From an optimization exercise on the open Yosys and OpenROAD flow, aimed at small area, a short achievable clock period and few clock cycles; shortcuts taken in it are not production practice. RTL that was checked went through simulation tests only; none was proved equivalent to the original. No functional check of the RTL was part of runs 2 and 3.

==> design.v <==
module geofence (clk, reset, X, Y, valid, is_inside);
    input clk;
    input reset;
    input [9:0] X;
    input [9:0] Y;
    output valid;
    output is_inside;
    reg [9:0] targetX, targetY;
    integer i;
    reg [2:0] countGeofence;
    reg [9:0] geofenceX [5:0];
    reg [9:0] geofenceY [5:0];
    reg [1:0] readStatus;
    reg [2:0] calStatus;
    reg [2:0] countElement, countResult;
    reg signed [11:0] xA, yA, xB, yB;
    wire [9:0] sxA, syA, sxB, syB, subxA, subyA, subxB, subyB;
    wire [20:0] outPot;
    wire judge;
    wire [1:0] calResult;
    reg _valid, _inside, bitJudge;
    assign valid = _valid;
    assign is_inside = _inside;
    assign judge = outPot[20];
    assign sxA = (calStatus < 5) ? geofenceX[countElement + 1] : ((calStatus == 5) ? geofenceX[5] : geofenceX[countElement]);
    assign syA = (calStatus < 5) ? geofenceY[countElement + 1] : ((calStatus == 5) ? geofenceY[5] : geofenceY[countElement]);
    assign sxB = (calStatus < 5) ? geofenceX[countElement + 2] : ((calStatus == 5) ? geofenceX[0] : geofenceX[countElement + 1]);
    assign syB = (calStatus < 5) ? geofenceY[countElement + 2] : ((calStatus == 5) ? geofenceY[0] : geofenceY[countElement + 1]);
    assign subxA = (calStatus < 5) ? geofenceX[0] : targetX;
    assign subyA = (calStatus < 5) ? geofenceY[0] : targetY;
    assign subxB = (calStatus < 5) ? geofenceX[0] : ((calStatus == 5) ? geofenceX[5] : geofenceX[countElement]);
    assign subyB = (calStatus < 5) ? geofenceY[0] : ((calStatus == 5) ? geofenceY[5] : geofenceY[countElement]);
    assign outPot = (sxA - subxA) * (syB - subyB) - (sxB - subxB) * (syA - subyA);
    always @(posedge clk or posedge reset) begin
        if (reset) begin
            _valid <= 0;
            _inside <= 0;
            readStatus <= 0;
            calStatus <= 0;
            countGeofence <= 0;
        end else begin
            case(readStatus)
                2'd0: begin
                    _valid <= 0;
                    readStatus <= 1;
                    targetX <= X;
                    targetY <= Y;
                    calStatus <= 0;
                    countGeofence <= 0;
                end
                2'd1: begin
                    for (i = 0; i < 5; i = i + 1) begin
                        geofenceX[i] <= geofenceX[i + 1];
                        geofenceY[i] <= geofenceY[i + 1];
                    end
                    geofenceX[5] <= X;
                    geofenceY[5] <= Y;
                    countGeofence <= countGeofence + 1;
                    if (countGeofence == 5) readStatus <= 2;
                end
                2'd2: begin
                end
                default: begin
                    _valid <= 1'b0;
                    readStatus <= 2'd0;
                end
            endcase
            case(calStatus)
                3'd0: begin
                    if (readStatus == 2) begin
                        calStatus <= 1;
                        countElement <= 0;
                    end
                end
                3'd1: begin
                    if (judge) begin  
                        calStatus <= calStatus + 1;
                        countElement <= countElement + 1;
                    end else begin
                        calStatus <= 3'd7;
                    end
                end
                3'd2: begin
                    if (judge) begin  
                        calStatus <= calStatus + 1;
                        countElement <= countElement + 1;
                    end else begin
                        calStatus <= 3'd7;
                    end
                end
                3'd3: begin
                    if (judge) begin  
                        calStatus <= calStatus + 1;
                        countElement <= countElement + 1;
                    end else begin
                        calStatus <= 3'd7;
                    end
                end
                3'd4: begin
                    if (judge) begin  
                        calStatus <= calStatus + 1;
                    end else begin
                        calStatus <= 3'd7;
                    end
                end
                3'd5: begin
                    countElement <= 0;
                    calStatus <= 6;
                    countResult <= 0;
                    bitJudge <= outPot[20];
                end
                3'd6: begin
                    if (countElement == 5) begin
                        _valid <= 1;
                        _inside <= (countResult == 5) ? 1 : 0;
                        calStatus <= 0;
                        readStatus <= 3;
                    end else begin
                        countElement <= countElement + 1;
                        countResult <= (judge == bitJudge) ? countResult + 1 : countResult;
                    end
                end
                default: begin
                    geofenceX[countElement + 1] <= geofenceX[countElement + 2];
                    geofenceX[countElement + 2] <= geofenceX[countElement + 1];
                    geofenceY[countElement + 1] <= geofenceY[countElement + 2];
                    geofenceY[countElement + 2] <= geofenceY[countElement + 1];
                    calStatus <= 1;
                    countElement <= 3'd0;
                end
            endcase
        end
    end
endmodule
==> run.sh <==
#!/bin/bash
# synth_recipe.tcl (not shown) runs the flow's synth.tcl, then flattens the netlist and writes it again
# the make line also repeats each setting of config.mk as NAME=value (left out here)
make -C /OpenROAD-flow-scripts/flow DESIGN_CONFIG=/design/flow/config.mk WORK_HOME=/design/flow/orfs CLKGATE_MAP_FILE= SYNTH_SCRIPT=/design/flow/synth_recipe.tcl finish
==> config.mk <==
export PLATFORM = sky130hd
export DESIGN_NAME = geofence
export DESIGN_NICKNAME = geofence
export VERILOG_FILES = /design/flow/design.v
export SDC_FILE = /design/flow/constraint.sdc
export NUM_CORES = 4
export LEC_CHECK = 0
export CAP_MARGIN = 20
export CORE_MARGIN = 2
export CORE_UTILIZATION = 40
export SLEW_MARGIN = 20
==> constraint.sdc <==
create_clock -name core_clock -period 12.0 [get_ports {clk}]
set_input_delay 2.4000 -clock core_clock [delete_from_list [all_inputs] [get_ports {clk}]]
set_output_delay 2.4000 -clock core_clock [all_outputs]
set_load 0.01 [all_outputs]
==> impl_metrics.yaml, run 1 <==
synth:
  synth_top_family_by_area: "adder cells"
  synth.avg_cell_area_sq_um: 8.60
  postSynthCellCount: 2725
  synth_area_leader_cell: "fa_1"
  synth_cell_types: 71
  synthTopCellsByArea: "fa_1 22%, edfxtp_1 19%, ha_1 7.2%"
  async_flop_share: 0.0637
  synth_fa_ha_area_frac: 0.291
  synth.area.mux_share: 0.0614
  synth_seq_cells: 157
  yosys_most_used_dff: "edfxtp_1"
  synth_compound_area_frac: 0.211
  ys_seq_area_frac: 0.199
  syn_nets: 3139
  synth-simple-area-share: 0.132
  synth_edf_count: 147
  synth-xor-area-share: 0.0252
  synth_top_area_share: 0.219
  ys_warn_count: 3
  synthesis.area_sq_um: 23400
clocking:
  clk_pin_slew_ns: 0.08
  clk_latency_ns: 0.47
  cts_tree: "done"
  htreeDepth: 4
  cts_resized: 0
  clock_sinks: 157
  cts_setup_buffers: 0
  cts_root_buf: "clkbuf_16"
  numCtsBuffers: 17
  cts_max_path_buffers: 2
  ctsHoldBuffers: 0
global_routing:
  grt_max_degree: 81
  first_global_vias: 21249
  grt_pass1_wl_mm: 127
  grt_usage: 0.273
  grt_overflow: 0
  antenna_found_initial: 0
sta:
  hold_viol: 0
  post-route-period-util: 0.955
  rsz0062_at_grt: "no"
  worstMarginPinSlew_ns: 1.02
  finalCriticalPeriod_ns: 11.46
  setup_viol: 0
  fin_skew_ns: 0.0242
  setup_tns_ns: 0
  drv_slew: 0
  fmax_mhz: 87.3
  slew_headroom: 0.318
worst_hold_path:
  worstHoldPathType: "reg -> reg"
  min_to: "_inside$_DFFE_PP0P_"
  hold_depth: 2
  worst_hold_startpoint: "_inside$_DFFE_PP0P_"
floorplan:
  die_area_sq_um: 60600
  die_w_um: 246
  io_pins: 24
  start_util: 0.406
  rows: 88
  core_sq_um: 57800
  die_height_um: 246
drt:
  vias: 21046
  wirelength_mm: 83.0
  drcViolationCount: 0
  viasPerCell: 6.06
  drt_iter0_drc: 2336
  wl_per_cell_um: 23.9
  drtPass1Iterations: 6
  postRouteAntennaNets: 0
worst_setup_path:
  crit-reg2reg-launch: "countElement[0]$_SDFFCE_PN0P_"
  path_buf_inv: 7
  critPathLaunchType: "flop"
  crit_fanout: 21
  reg2reg_depth: 42
  crit_slowest_cell: "fa_1"
  startpoint: "countElement[0]$_SDFFCE_PN0P_"
  end_kind: "flop"
  crit_required_ns: 12.15
  ff2ff_setup_slack_ns: 0.54
  timing.rr.end: "countElement[0]$_SDFFCE_PN0P_"
  path_class: "reg -> reg"
  cp.arrival_ns: 11.61
  cp_top_family: "adder cells"
  cp_common_cell: "fa_1"
  cpPeakStageDelay_ns: 0.55
placed_design:
  place_area_sq_um: 24800
  place_congestion: 0.964
  port-buffer-count: 23
  place_hpwl_mm: 61.7
cells_and_area:
  num_antenna_cells: 0
  nNetsFinal: 3109
  stdcell_area_sq_um: 25500
  multiInputGateArea_sq_um: 17000
  seq_area_sq_um: 4660
  fill_cells: 5664
  drive_gt1_frac: 0.0868
  areaGrowthSynthToFinish_pct: 8.58
run:
  cap_violations: 0
run_status:
  outcome: "timing/DRC/antenna clean"
## worst max path at each step
stage	depth (start not counted)	end	slack (ns)
6_report	42	countElement[0]$_SDFFCE_PN0P_	0.54
5_1_grt	43	countElement[0]$_SDFFCE_PN0P_	0.05
4_1_cts	40	countElement[0]$_SDFFCE_PN0P_	0.29
3_5_place_dp	40	countElement[2]$_SDFFCE_PN0P_	0.30
3_3_place_gp	37	countElement[1]$_SDFFCE_PN0P_	0.51
2_1_floorplan	42	countElement[0]$_SDFFCE_PN0P_	1.36
## Yosys cell counts (all sizes together) (3+ instances only)
| master | count |
|---|---|
| and2 | 54 |
| xor2 | 21 |
| nor3 | 11 |
| o22ai | 57 |
| o21bai | 16 |
| a21boi | 8 |
| o21ai | 185 |
| nand3 | 9 |
| mux2 | 54 |
| a211oi | 15 |
| a21oi | 167 |
| inv | 329 |
| nor2 | 188 |
| mux2i | 83 |
| o31ai | 4 |
| ha | 135 |
| and3 | 4 |
| a21o | 28 |
| dfrtp | 10 |
| a22oi | 91 |
| clkbuf | 150 |
| edfxtp | 147 |
| a221oi | 63 |
| a222oi | 3 |
| or2 | 9 |
| nand2 | 373 |
| a31oi | 25 |
| nor2b | 21 |
| o21a | 3 |
| nor4 | 4 |
| buf | 20 |
| a22o | 23 |
| o211ai | 28 |
| fa | 257 |
| nand2b | 28 |
| or3 | 3 |
| or4 | 3 |
| nand4 | 8 |
| o2111ai | 28 |
| xnor2 | 44 |
## per-stage QoR
step	worst slack [ns]	hold WS, ns	utilization	instances
3_5_place_dp	0.303	0.486	0.429	3441
5_1_grt	0.0532	0.537	0.440	3473
2_1_floorplan	1.36	0.513	-	2725
4_1_cts	0.291	0.513	0.440	3473
6_report	0.541	0.498	0.440	3473
3_3_place_gp	0.514	0.478	0.429	3441
## worst min-delay path, stage by stage (launching register included)
cell     delay, ns
dfrtp_1       0.35
nand2_1       0.05
o21ai_0       0.07
## state kept, by name (all words and copies together), names as in the netlist
register,flops
_valid,1
countGeofence,3
targetY,10
countResult,3
countElement,3
_inside,1
targetX,10
geofenceX,60
calStatus,3
bitJudge,1
readStatus,2
geofenceY,60
## layout by cell type, fill, tap and decap left out, types with 11 or more instances in the layout
cell type        netlist  routed
edfxtp_1             147     147
nor2_1               187     185
nand2_1              372     370
nor2b_1               21      18
o21ai_1               29      26
a31oi_1               25      25
clkbuf_16              0      19
a21o_1                28      28
fa_1                 257     256
o22ai_1               57      57
o2111ai_1             28      28
nor3_1                11      11
a21oi_1              163     161
o21bai_1              16      16
a22o_1                23      23
o21ai_0              155     155
a221oi_1              61      61
mux2_2                54      54
mux2i_1               83      83
and2_1                53      50
nand2b_1              28      26
clkdlybuf4s50_1        0      23
o211ai_1              27      27
a22oi_1               91      91
xor2_1                21      21
ha_1                 135     133
inv_1                329     328
xnor2_1               44      41
a211oi_1              15      15
buf_4                  2      97
## layer usage
| layer | track usage | wire, um |
|---|---|---|
| met5 | 0.00163 | 0 |
| met4 | 0.118 | 3840 |
| met3 | 0.0435 | 6800 |
| met2 | 0.432 | 37600 |
| met1 | 0.370 | 34800 |
## logic make-up after synthesis
group,count (synthesis)
muxes,137
adders and majority gates,392
xor gates and xnor gates,66
DFF,157
buffers and inverters,499
AOI/OAI and AO/OA,756
and+or+nand+nor,718
## cell type report
type                       instances  area share
sequential                       157       0.183
clock inverter                    13     0.00467
multi-input combinational       2069       0.669
clock buffer                      19      0.0187
tap                              765      0.0376
inverter                         329      0.0486
timing repair buffer             121      0.0384
Testbench counts, summed over its fixed seeds: cycles 43,816.
==> run 2, diff against run 1 <==
==> design.v (replaced) <==
module geofence (clk, reset, X, Y, valid, is_inside);
    input clk;
    input reset;
    input [9:0] X;
    input [9:0] Y;
    output valid;
    output is_inside;
    reg [3:0] phase;
    reg [9:0] tx, ty;
    reg       vsx, vsy, lsx, lsy, rsx, rsy;
    reg [9:0] vmx, vmy, lmx, lmy, rmx, rmy;
    reg       inside_acc;
    reg       _valid, _inside;
    assign valid = _valid;
    assign is_inside = _inside;
    wire       dsx = X < tx;
    wire       dsy = Y < ty;
    wire [9:0] dmx = dsx ? tx - X : X - tx;
    wire [9:0] dmy = dsy ? ty - Y : Y - ty;
    function cross_neg;
        input       asx, asy;
        input [9:0] amx, amy;
        input       bsx, bsy;
        input [9:0] bmx, bmy;
        reg         s1, s2;
        reg  [20:0] acc;
        integer     i;
        begin
            s1 = asx ^ bsy;
            s2 = bsx ^ asy;
            acc = 21'd2047;
            for (i = 0; i < 10; i = i + 1) begin
                acc = acc + ({11'd0, amx & {10{bmy[i]}}} << i);
                acc = acc + ({11'd0, ~(bmx & {10{amy[i]}})} << i);
            end
            if (s1 == s2)
                cross_neg = ~(s1 ^ acc[20]);
            else
                cross_neg = s1;
        end
    endfunction
    wire nl = cross_neg(lsx, lsy, lmx, lmy, vsx, vsy, vmx, vmy);
    wire nr = cross_neg(rsx, rsy, rmx, rmy, vsx, vsy, vmx, vmy);
    wire wrap = nl & ~nr;
    always @(posedge clk or posedge reset) begin
        if (reset) begin
            phase <= 4'd0;
            _valid <= 1'b0;
            _inside <= 1'b0;
        end else begin
            phase <= (phase == 4'd8) ? 4'd0 : phase + 4'd1;
            _valid <= (phase == 4'd7);
            if (phase == 4'd7) _inside <= inside_acc | wrap;
        end
    end
    always @(posedge clk) begin
        if (phase == 4'd0) begin
            tx <= X;
            ty <= Y;
        end
        vsx <= dsx; vsy <= dsy; vmx <= dmx; vmy <= dmy;
        if (phase == 4'd2) begin
            lsx <= vsx; lsy <= vsy; lmx <= vmx; lmy <= vmy;
            rsx <= vsx; rsy <= vsy; rmx <= vmx; rmy <= vmy;
            inside_acc <= 1'b0;
        end else if (phase >= 4'd3 && phase <= 4'd7) begin
            if (nl & nr) begin
                lsx <= vsx; lsy <= vsy; lmx <= vmx; lmy <= vmy;
            end
            if (~nl & ~nr) begin
                rsx <= vsx; rsy <= vsy; rmx <= vmx; rmy <= vmy;
            end
            if (wrap) inside_acc <= 1'b1;
        end
    end
endmodule
==> impl_metrics.yaml, run 2 <==
sta:
  drv_slew: 0
  fmax_mhz: 119
  hold_viol: 0
  setup_viol: 0
  fin_skew_ns: 0.00717
  hold_ws_ns: 0.504
  finalCriticalPeriod_ns: 8.43
  layout_setup_ws_ns: 3.57
  setup_tns_ns: 0
  rsz0062_at_grt: "no"
  post-route-period-util: 0.703
  slew_headroom: 0.312
  worstMarginPinSlew_ns: 1.03
floorplan:
  die_area_sq_um: 43000
  start_util: 0.405
  core_sq_um: 40800
  rows: 74
  io_pins: 24
  die_w_um: 207
  die_height_um: 207
cells_and_area:
  fill_cells: 3933
  stdcell_area_sq_um: 17500
  areaGrowthSynthToFinish_pct: 6.10
  seq_area_sq_um: 2530
  nNetsFinal: 2187
  multiInputGateArea_sq_um: 12300
  final_cell_mix: "388 x inv_1, 326 x fa_1, 222 x nand2_1, 199 x and2_1, 179 x ha_1"
  final_common_cell: "inv_1"
  fin_util: 0.429
  num_antenna_cells: 0
  drive_gt1_frac: 0.0228
synth:
  synth_area_leader_cell: "fa_1"
  synth_cell_types: 50
  syn_nets: 2220
  synth_seq_cells: 93
  yosysMostFrequentCell: "inv_1"
  synth_top_area_share: 0.395
  synth.avg_cell_area_sq_um: 9.76
  postSynthCellCount: 1693
  yosys_most_used_dff: "edfxtp_1"
  synth_edf_count: 64
  synth_commonest_cells: "388 x inv_1, 326 x fa_1, 222 x nand2_1"
  synthTopCellsByArea: "fa_1 39%, ha_1 14%, edfxtp_1 12%"
  async_flop_share: 0.0645
  ys_warn_count: 1
  ys_seq_area_frac: 0.153
  synthesis.area_sq_um: 16500
clocking:
  cts_setup_buffers: 0
  cts_resized: 0
  cts_root_buf: "clkbuf_16"
  clk_pin_slew_ns: 0.07
  clock_sinks: 93
  numCtsBuffers: 9
  cts_max_path_buffers: 2
  htreeDepth: 3
  ctsHoldBuffers: 0
  cts_tree: "done"
  clk_latency_ns: 0.34
run:
  cap_violations: 0
drt:
  drt_iter0_drc: 473
  viasPerCell: 4.92
  postRouteAntennaNets: 0
  drcViolationCount: 0
  wl_per_cell_um: 16.0
  vias: 10808
  wirelength_mm: 35.1
  drtPass1Iterations: 5
worst_setup_path:
  cp.arrival_ns: 8.41
  crit_fanout: 22
  crit-reg2reg-launch: "vmy[3]$_DFF_P_"
  path_class: "reg -> reg"
  startpoint: "vmy[3]$_DFF_P_"
  crit_slowest_cell: "dfxtp_1"
  end_kind: "flop"
  path_buf_inv: 3
  cpPeakStageDelay_ns: 0.99
  cp_top_family: "adder cells"
  crit_required_ns: 11.97
  critPathLaunchType: "flop"
  cp_common_cell: "fa_1"
  ff2ff_setup_slack_ns: 3.57
  crit_path_cell_trace: "nand2_1, fa_1, inv_1, fa_1, fa_1, fa_1, fa_1, fa_1, inv_1, fa_1, inv_1, ha_1, o21ai_0, nor2_1, o31a_1, o31ai_1, a21oi_1, xnor2_1, mux2i_1, or3b_1, a21oi_4"
global_routing:
  antenna_found_initial: 0
  grt_pass1_wl_mm: 61.1
  grt_overflow: 0
  grt_max_degree: 23
  first_global_vias: 12196
  grt_usage: 0.176
placed_design:
  place_area_sq_um: 17200
  place_congestion: 0.815
  dp_slack_ns: 3.38
  port-buffer-count: 23
  place_hpwl_mm: 28.1
worst_hold_path:
  worstHoldPathType: "reg -> reg"
  worst_hold_startpoint: "phase[0]$_DFF_PP0_"
run_status:
  outcome: "timing/DRC/antenna clean"
run 2: cell count changes after synthesis, sizes merged, moves of 53 or more:
cell	before	now
o21ai	185	19
nor2	188	23
nand2	373	222
and2	54	199
a21oi	167	37
a22oi	91	0
edfxtp	147	64
clkbuf	150	74
fa	257	326
mux2i	83	18
a221oi	63	0
inv	329	388
o22ai	57	1
mux2	54	1
run 2: path summary, 6_finish.rpt:
path | to | cells after the start
min | phase[0]$_DFF_PP0_ | 1
max reg2reg | lmy[8]$_DFFE_PP_ | 21
min in group asynchronous | _inside$_DFFE_PP0P_ | 2
max in group asynchronous | phase[2]$_DFF_PP0_ | 2
min reg2reg | phase[0]$_DFF_PP0_ | 1
max | lmy[8]$_DFFE_PP_ | 21
run 2: layer usage:
metal / global-route usage / routed length, um / vias up
met5: 0 / 0 / -
met4: 0.0475 / 837 / 0
li1: - / - / 4973
met1: 0.226 / 14900 / 5552
met3: 0.0171 / 1380 / 49
met2: 0.316 / 18000 / 234
run 2: cell families after synthesis:
group	share of synthesized area
DFF	0.153
buffers and inverters	0.107
adders and majority gates	0.530
xor gates and xnor gates	0.0132
muxes	0.0116
and+or+nand+nor	0.145
AOI/OAI and AO/OA	0.0402
run 2: worst register-to-register path, cell delays in order, from the launching register on:
cell and delay, ns:
dfxtp_1 0.99, nand2_1 0.20, fa_1 0.57, inv_1 0.06, fa_1 0.56, fa_1 0.44
fa_1 0.51, fa_1 0.43, fa_1 0.49, inv_1 0.05, fa_1 0.47, inv_1 0.04
ha_1 0.28, o21ai_0 0.18, nor2_1 0.06, o31a_1 0.30, o31ai_1 0.44, a21oi_1 0.15
xnor2_1 0.32, mux2i_1 0.48, or3b_1 0.45, a21oi_4 0.60
run 2: layout make-up:
| type | instances | area share |
|---|---|---|
| Timing Repair Buffer | 35 | 0.0183 |
| Clock buffer | 10 | 0.0131 |
| Clock inverter | 6 | 0.00400 |
| Sequential cell | 93 | 0.144 |
| Tap cell | 532 | 0.0380 |
| Multi-Input combinational cell | 1133 | 0.699 |
| Inverter | 388 | 0.0831 |
run 2: stage by stage:
stage,instances
finish,2197
global route,2197
CTS,2197
detailed placement,2181
global placement,2181
floorplan,1693
==> run 3, diff against run 2 <==
--- a/config.mk
+++ b/config.mk
@@ -5,7 +5,9 @@
 export SDC_FILE = /design/flow/constraint.sdc
 export NUM_CORES = 4
 export LEC_CHECK = 0
+export ABC_CLOCK_PERIOD_IN_PS = 6000
 export CAP_MARGIN = 20
 export CORE_MARGIN = 2
 export CORE_UTILIZATION = 40
+export SETUP_SLACK_MARGIN = 5
 export SLEW_MARGIN = 20
==> impl_metrics.yaml, run 3 <==
worst_setup_path:
  timing.rr.end: "lsx$_DFFE_PP_"
  cp.arrival_ns: 7.30
  startpoint: "lmx[5]$_DFFE_PP_"
  path_buf_inv: 7
  cpPeakStageDelay_ns: 0.57
  cp_common_cell: "fa_1"
  crit-reg2reg-launch: "lmx[5]$_DFFE_PP_"
  critPathLaunchType: "flop"
  path_class: "reg -> reg"
  crit_fanout: 9
  cp-endpoint: "lsx$_DFFE_PP_"
  crit_required_ns: 12.07
  end_kind: "flop"
  crit_slowest_cell: "fa_1"
  reg2reg_depth: 25
  crit_cells: 25
  cp_top_family: "adder cells"
  ff2ff_setup_slack_ns: 4.77
synth:
  synth_top_area_share: 0.395
  yosysMostFrequentCell: "inv_1"
  synth_cell_types: 50
  synthesis.area_sq_um: 16500
  synth_area_leader_cell: "fa_1"
  synth_edf_count: 64
  yosys_most_used_dff: "edfxtp_1"
  ys_seq_area_frac: 0.153
  ys_warn_count: 1
  synth_commonest_cells: "388 x inv_1, 326 x fa_1, 222 x nand2_1"
  synth_seq_cells: 93
  async_flop_share: 0.0645
  synthTopCellsByArea: "fa_1 39%, ha_1 14%, edfxtp_1 12%"
  synth.avg_cell_area_sq_um: 9.76
  postSynthCellCount: 1693
  syn_nets: 2220
sta:
  fmax_mhz: 138
  fin_skew_ns: 0.00969
  post-route-period-util: 0.602
  hold_viol: 0
  drv_slew: 0
  setup_viol: 0
  slew_headroom: 0.531
  worstMarginPinSlew_ns: 0.704
  setup_tns_ns: 0
  finalCriticalPeriod_ns: 7.23
  rsz0062_at_grt: "yes"
global_routing:
  antenna_found_initial: 1
  first_global_vias: 12667
  grt_usage: 0.191
  grt_overflow: 0
  grt_max_degree: 23
  grt_pass1_wl_mm: 65.2
drt:
  vias: 11484
  drtPass1Iterations: 7
  viasPerCell: 4.95
  wl_per_cell_um: 16.8
  postRouteAntennaNets: 0
  drt_iter0_drc: 606
  top_layer_used: "met4"
  met2_length_mm: 19.6
  drcViolationCount: 0
  wirelength_mm: 39.1
  routed-wl-met3_mm: 2.06
  wirelength_met1_mm: 16.3
clocking:
  cts_tree: "done"
  htreeDepth: 3
  ctsHoldBuffers: 0
  clk_latency_ns: 0.35
  cts_root_buf: "clkbuf_16"
  clock_sinks: 93
  clk_pin_slew_ns: 0.07
  numCtsBuffers: 9
  cts_max_path_buffers: 2
floorplan:
  rows: 74
  start_util: 0.405
  core_sq_um: 40800
  io_pins: 24
  die_w_um: 207
  die_area_sq_um: 43000
  die_height_um: 207
placed_design:
  dp.cells: 2178
  place_congestion: 0.846
  place_area_sq_um: 17200
  port-buffer-count: 23
  place_hpwl_mm: 28.3
worst_hold_path:
  worstHoldPathType: "reg -> reg"
run_status:
  outcome: "timing/DRC/antenna clean"
cells_and_area:
  final_cell_mix: "379 x inv_1, 306 x fa_1, 220 x nand2_1, 177 x and2_1, 175 x ha_1"
  drive_gt1_frac: 0.137
  nNetsFinal: 2309
  areaGrowthSynthToFinish_pct: 15.2
  final_common_cell: "inv_1"
  fill_cells: 3753
  stdcell_area_sq_um: 19000
  final_cells: 2320
  fin_util: 0.466
run:
  cap_violations: 0
-- run 3: how the worst min path moves through the flow --
stage	start	to	slack (ns)	depth (start not counted)
6_report	phase[0]$_DFF_PP0_	phase[0]$_DFF_PP0_	0.48	1
5_1_grt	phase[0]$_DFF_PP0_	phase[0]$_DFF_PP0_	0.53	1
4_1_cts	phase[0]$_DFF_PP0_	phase[0]$_DFF_PP0_	0.48	1
3_5_place_dp	phase[0]$_DFF_PP0_	phase[0]$_DFF_PP0_	0.48	1
3_3_place_gp	phase[0]$_DFF_PP0_	phase[0]$_DFF_PP0_	0.47	1
2_1_floorplan	vmx[0]$_DFF_P_	lmx[0]$_DFFE_PP_	0.44	0
-- run 3: stage by stage --
stage          hold slack (ns)  setup slack (ns)
6_report                 0.484              4.77
3_5_place_dp             0.475              3.62
3_3_place_gp             0.471              3.71
2_1_floorplan            0.444              5.00
5_1_grt                  0.527              4.64
4_1_cts                  0.483              4.84
-- run 3: area by class of cell --
cell class | instances | area, sq um | area share
Multi-Input combinational cell | 1135 | 12500 | 0.658
Sequential cell | 93 | 2590 | 0.136
Timing Repair Buffer | 155 | 1520 | 0.0798
Inverter | 388 | 1460 | 0.0765
Tap cell | 532 | 666 | 0.0350
Clock buffer | 9 | 225 | 0.0118
Clock inverter | 7 | 50.0 | 0.00263
Antenna cell | 1 | 2.50 | 0.000131
-- run 3: logic make-up (layout without fill, tap and decap cells) --
kind of cell,after synthesis,after routing,share of synthesized area
adders and majority gates,505,505,0.530
buffers and inverters,467,559,0.107
xor gates and xnor gates,25,25,0.0132
and+or+nand+nor,480,480,0.145
AOI/OAI and AO/OA,104,106,0.0402
muxes,19,19,0.0116
other,0,1,0
DFF,93,93,0.153
-- run 3: repair_timing --
item,4_1_cts,5_1_grt
buffers inserted,103,16
resized for setup,102,30
endpoints found under the setup margin,46,45
pin swaps,52,12
cloned,6,0
-- run 3: per-layer routing --
layer | GRT usage | vias to the layer above
met4 | 0.0581 | 0
met3 | 0.0171 | 62
met5 | 0 | -
met1 | 0.251 | 5876
met2 | 0.334 | 321
li1 | - | 5225
-- run 3: worst reg2reg max path, cell delays in order, from the launching register on --
cell and delay [ns]:
edfxtp_1 0.44, buf_4 0.17, and2_1 0.14, fa_1 0.47, inv_1 0.06, fa_2 0.40, fa_1 0.57, inv_1 0.06
fa_1 0.45, fa_1 0.48, fa_1 0.51, inv_1 0.06, fa_1 0.52, inv_2 0.05, ha_4 0.21, o21ai_2 0.12
nor2_1 0.05, o31a_1 0.30, o31ai_4 0.27, a21oi_2 0.12, xnor2_2 0.32, mux2i_4 0.29, or3b_4 0.44, buf_12 0.14
a21oi_4 0.16, buf_12 0.16
==> run 4, diff against run 3 <==
--- a/design.v
+++ b/design.v
@@ -23,18 +23,11 @@
         input       bsx, bsy;
         input [9:0] bmx, bmy;
         reg         s1, s2;
-        reg  [20:0] acc;
-        integer     i;
         begin
             s1 = asx ^ bsy;
             s2 = bsx ^ asy;
-            acc = 21'd2047;
-            for (i = 0; i < 10; i = i + 1) begin
-                acc = acc + ({11'd0, amx & {10{bmy[i]}}} << i);
-                acc = acc + ({11'd0, ~(bmx & {10{amy[i]}})} << i);
-            end
             if (s1 == s2)
-                cross_neg = ~(s1 ^ acc[20]);
+                cross_neg = s1 ^ ({10'd0, amx} * bmy < {10'd0, bmx} * amy);
             else
                 cross_neg = s1;
         end
@@ -59,9 +52,9 @@
             ty <= Y;
         end
         vsx <= dsx; vsy <= dsy; vmx <= dmx; vmy <= dmy;
-        if (phase == 4'd2) begin
-            lsx <= vsx; lsy <= vsy; lmx <= vmx; lmy <= vmy;
-            rsx <= vsx; rsy <= vsy; rmx <= vmx; rmy <= vmy;
+        if (phase == 4'd1) begin
+            lsx <= dsx; lsy <= dsy; lmx <= dmx; lmy <= dmy;
+            rsx <= dsx; rsy <= dsy; rmx <= dmx; rmy <= dmy;
             inside_acc <= 1'b0;
         end else if (phase >= 4'd3 && phase <= 4'd7) begin
             if (nl & nr) begin
--- a/config.mk
+++ b/config.mk
@@ -5,9 +5,7 @@
 export SDC_FILE = /design/flow/constraint.sdc
 export NUM_CORES = 4
 export LEC_CHECK = 0
-export ABC_CLOCK_PERIOD_IN_PS = 6000
 export CAP_MARGIN = 20
 export CORE_MARGIN = 2
 export CORE_UTILIZATION = 40
-export SETUP_SLACK_MARGIN = 5
 export SLEW_MARGIN = 20
==> impl_metrics.yaml, run 4 <==
worst_setup_path:
  critPathLaunchType: "flop"
  path_class: "reg -> reg"
  end_kind: "flop"
  cp.arrival_ns: 8.51
  crit_slowest_cell: "dfxtp_1"
  crit_fanout: 22
  crit_required_ns: 11.97
  cpPeakStageDelay_ns: 0.92
sta:
  setup_viol: 0
  worstMarginPinSlew_ns: 1.15
  fmax_mhz: 117
  fin_skew_ns: 0.0103
  rsz0062_at_grt: "no"
  slew_headroom: 0.235
  post-route-period-util: 0.712
  hold_ws_ns: 0.470
  layout_setup_ws_ns: 3.46
  drv_slew: 0
  hold_viol: 0
  finalCriticalPeriod_ns: 8.54
  setup_tns_ns: 0
clocking:
  clk_latency_ns: 0.36
  ctsHoldBuffers: 0
  htreeDepth: 3
  cts_resized: 0
  numCtsBuffers: 9
  cts_setup_buffers: 0
  cts_root_buf: "clkbuf_16"
  clk_pin_slew_ns: 0.07
  clock_sinks: 93
  cts_tree: "done"
  cts_max_path_buffers: 2
synth:
  ys_warn_count: 1
  synth_top_area_share: 0.267
  synthesis.area_sq_um: 18900
  yosysMostFrequentCell: "inv_1"
  syn_nets: 2620
  synthTopCellsByArea: "fa_1 27%, ha_1 20%, edfxtp_1 10%"
  synth_seq_cells: 93
  yosys_most_used_dff: "edfxtp_1"
  synth_edf_count: 64
  synth_commonest_cells: "311 x inv_1, 299 x ha_1, 265 x and2_1"
  postSynthCellCount: 2047
  synth_area_leader_cell: "fa_1"
  synth.avg_cell_area_sq_um: 9.23
  synth_cell_types: 78
  async_flop_share: 0.0645
  ys_seq_area_frac: 0.134
drt:
  vias: 13580
  drcViolationCount: 0
  postRouteAntennaNets: 0
  wirelength_mm: 43.8
  wl_per_cell_um: 16.7
  drtPass1Iterations: 5
  viasPerCell: 5.17
  drt_iter0_drc: 604
cells_and_area:
  final_common_cell: "inv_1"
  seq_area_sq_um: 2530
  fin_util: 0.429
  areaGrowthSynthToFinish_pct: 5.78
  fill_cells: 4459
  final_cell_mix: "311 x inv_1, 299 x ha_1, 265 x and2_1, 252 x fa_1, 214 x nand2_1"
  multiInputGateArea_sq_um: 14900
  drive_gt1_frac: 0.0302
  num_antenna_cells: 0
  nNetsFinal: 2588
placed_design:
  dp_slack_ns: 3.37
  port-buffer-count: 23
  place_congestion: 0.859
  place_hpwl_mm: 36.2
global_routing:
  grt_pass1_wl_mm: 73.7
  grt_overflow: 0
  first_global_vias: 14246
  grt_max_degree: 23
  antenna_found_initial: 1
  grt_usage: 0.185
floorplan:
  die_w_um: 221
  die_area_sq_um: 49000
  start_util: 0.406
  die_height_um: 221
  io_pins: 24
  core_sq_um: 46600
  rows: 79
worst_hold_path:
  worstHoldPathType: "reg -> reg"
run_status:
  outcome: "timing/DRC/antenna clean"
run:
  cap_violations: 0
==> run 4: cell types whose count changed in the layout (fill, tap and decap cells not counted), sizes merged, moves of 47 or more <==
cell and delta:
inv -74, a21oi +48, fa -74, buf -123, and2 +67, o21ai +47
ha +120
==> run 4: stage by stage <==
step	instances	area [sq um]
finish	2627	20000
global route	2627	20000
CTS	2627	20000
detailed placement	2611	19600
global placement	2611	19600
floorplan	2047	18900
==> run 4: area by class of cell <==
type,count,area share
multi-input cells,1570,0.746
flip-flops and latches,93,0.127
inverters,311,0.0584
well taps,607,0.0380
repair buffers,30,0.0142
clock buffers,10,0.0115
clock inverters,6,0.00488
==> run 4: worst paths after layout <==
check / endpoint / slack, ns / startpoint / cells after the start
setup / recovery: rmy[9]$_DFFE_PP_ / 3.46 / vmx[7]$_DFF_P_ / 27
setup reg to reg: rmy[9]$_DFFE_PP_ / 3.46 / vmx[7]$_DFF_P_ / 27
max in group asynchronous: phase[3]$_DFF_PP0_ / 9.55 / reset / 2
hold reg to reg: inside_acc$_SDFFE_PP0P_ / 0.47 / inside_acc$_SDFFE_PP0P_ / 2
hold / removal: inside_acc$_SDFFE_PP0P_ / 0.47 / inside_acc$_SDFFE_PP0P_ / 2
min in group asynchronous: phase[2]$_DFF_PP0_ / 2.26 / reset / 2
==> run 4: worst max-delay path: cells and delay by family (launching register included) <==
kind                     cells  cell delay [ns]
XOR/XNOR                     1             0.18
AND/OR/NAND/NOR              2             0.26
AO/OA/AOI/OAI               11             2.82
buffers and inverters        5             0.26
adder cells (fa/ha/maj)      7             3.17
flip-flops                   1             0.92
multiplexers                 1             0.56
==> run 4: cell families after synthesis <==
logic type | Yosys count | synth area share
muxes | 24 | 0.0138
buffers and inverters | 384 | 0.0771
AOI/OAI and AO/OA | 278 | 0.0989
DFF | 93 | 0.134
and+or+nand+nor | 635 | 0.173
adders and majority gates | 551 | 0.465
xor gates and xnor gates | 82 | 0.0380
==> run 4: metal layers <==
| layer | part of all wire | GRT usage |
|---|---|---|
| met1 | 0.45 | 0.244 |
| met2 | 0.48 | 0.316 |
| met3 | 0.034 | 0.0182 |
| met4 | 0.035 | 0.0643 |
| met5 | 0 | 0 |
Testbench counts of run 4, summed over its fixed seeds: cycles 10,800.

[separate check: timing with driven ports]
The flow's constraints put no driver on any port. The routed layouts listed below were extracted and timed again, unchanged, in two steps. Step 1 assumes that a clkbuf_16 drives the clock port and a buf_2 every other input. Step 2, shift: input delay + t, output delay - t, t = (earliest + latest rising clock arrival at the registers) / 2. This alone moves slack from input paths to output paths. a / b / c = no drivers / after step 1 / after step 2; a / b = the first two.
run | t (ns) | setup slack, ns | hold slack, ns | slew at the worst register clock pin (ns)
run 1 | 0.510 | 0.541 / 0.541 / 0.541 | 0.498 / 0.498 / 0.498 | 0.09 / 0.09
run 2 | 0.385 | 3.565 / 3.565 / 3.565 | 0.504 / 0.504 / 0.504 | 0.07 / 0.07
run 3 | 0.384 | 4.771 / 4.771 / 4.771 | 0.484 / 0.484 / 0.484 | 0.07 / 0.07
run 4 | 0.392 | 3.462 / 3.462 / 3.462 | 0.470 / 0.470 / 0.470 | 0.07 / 0.07
After both steps every run listed still meets setup and hold.
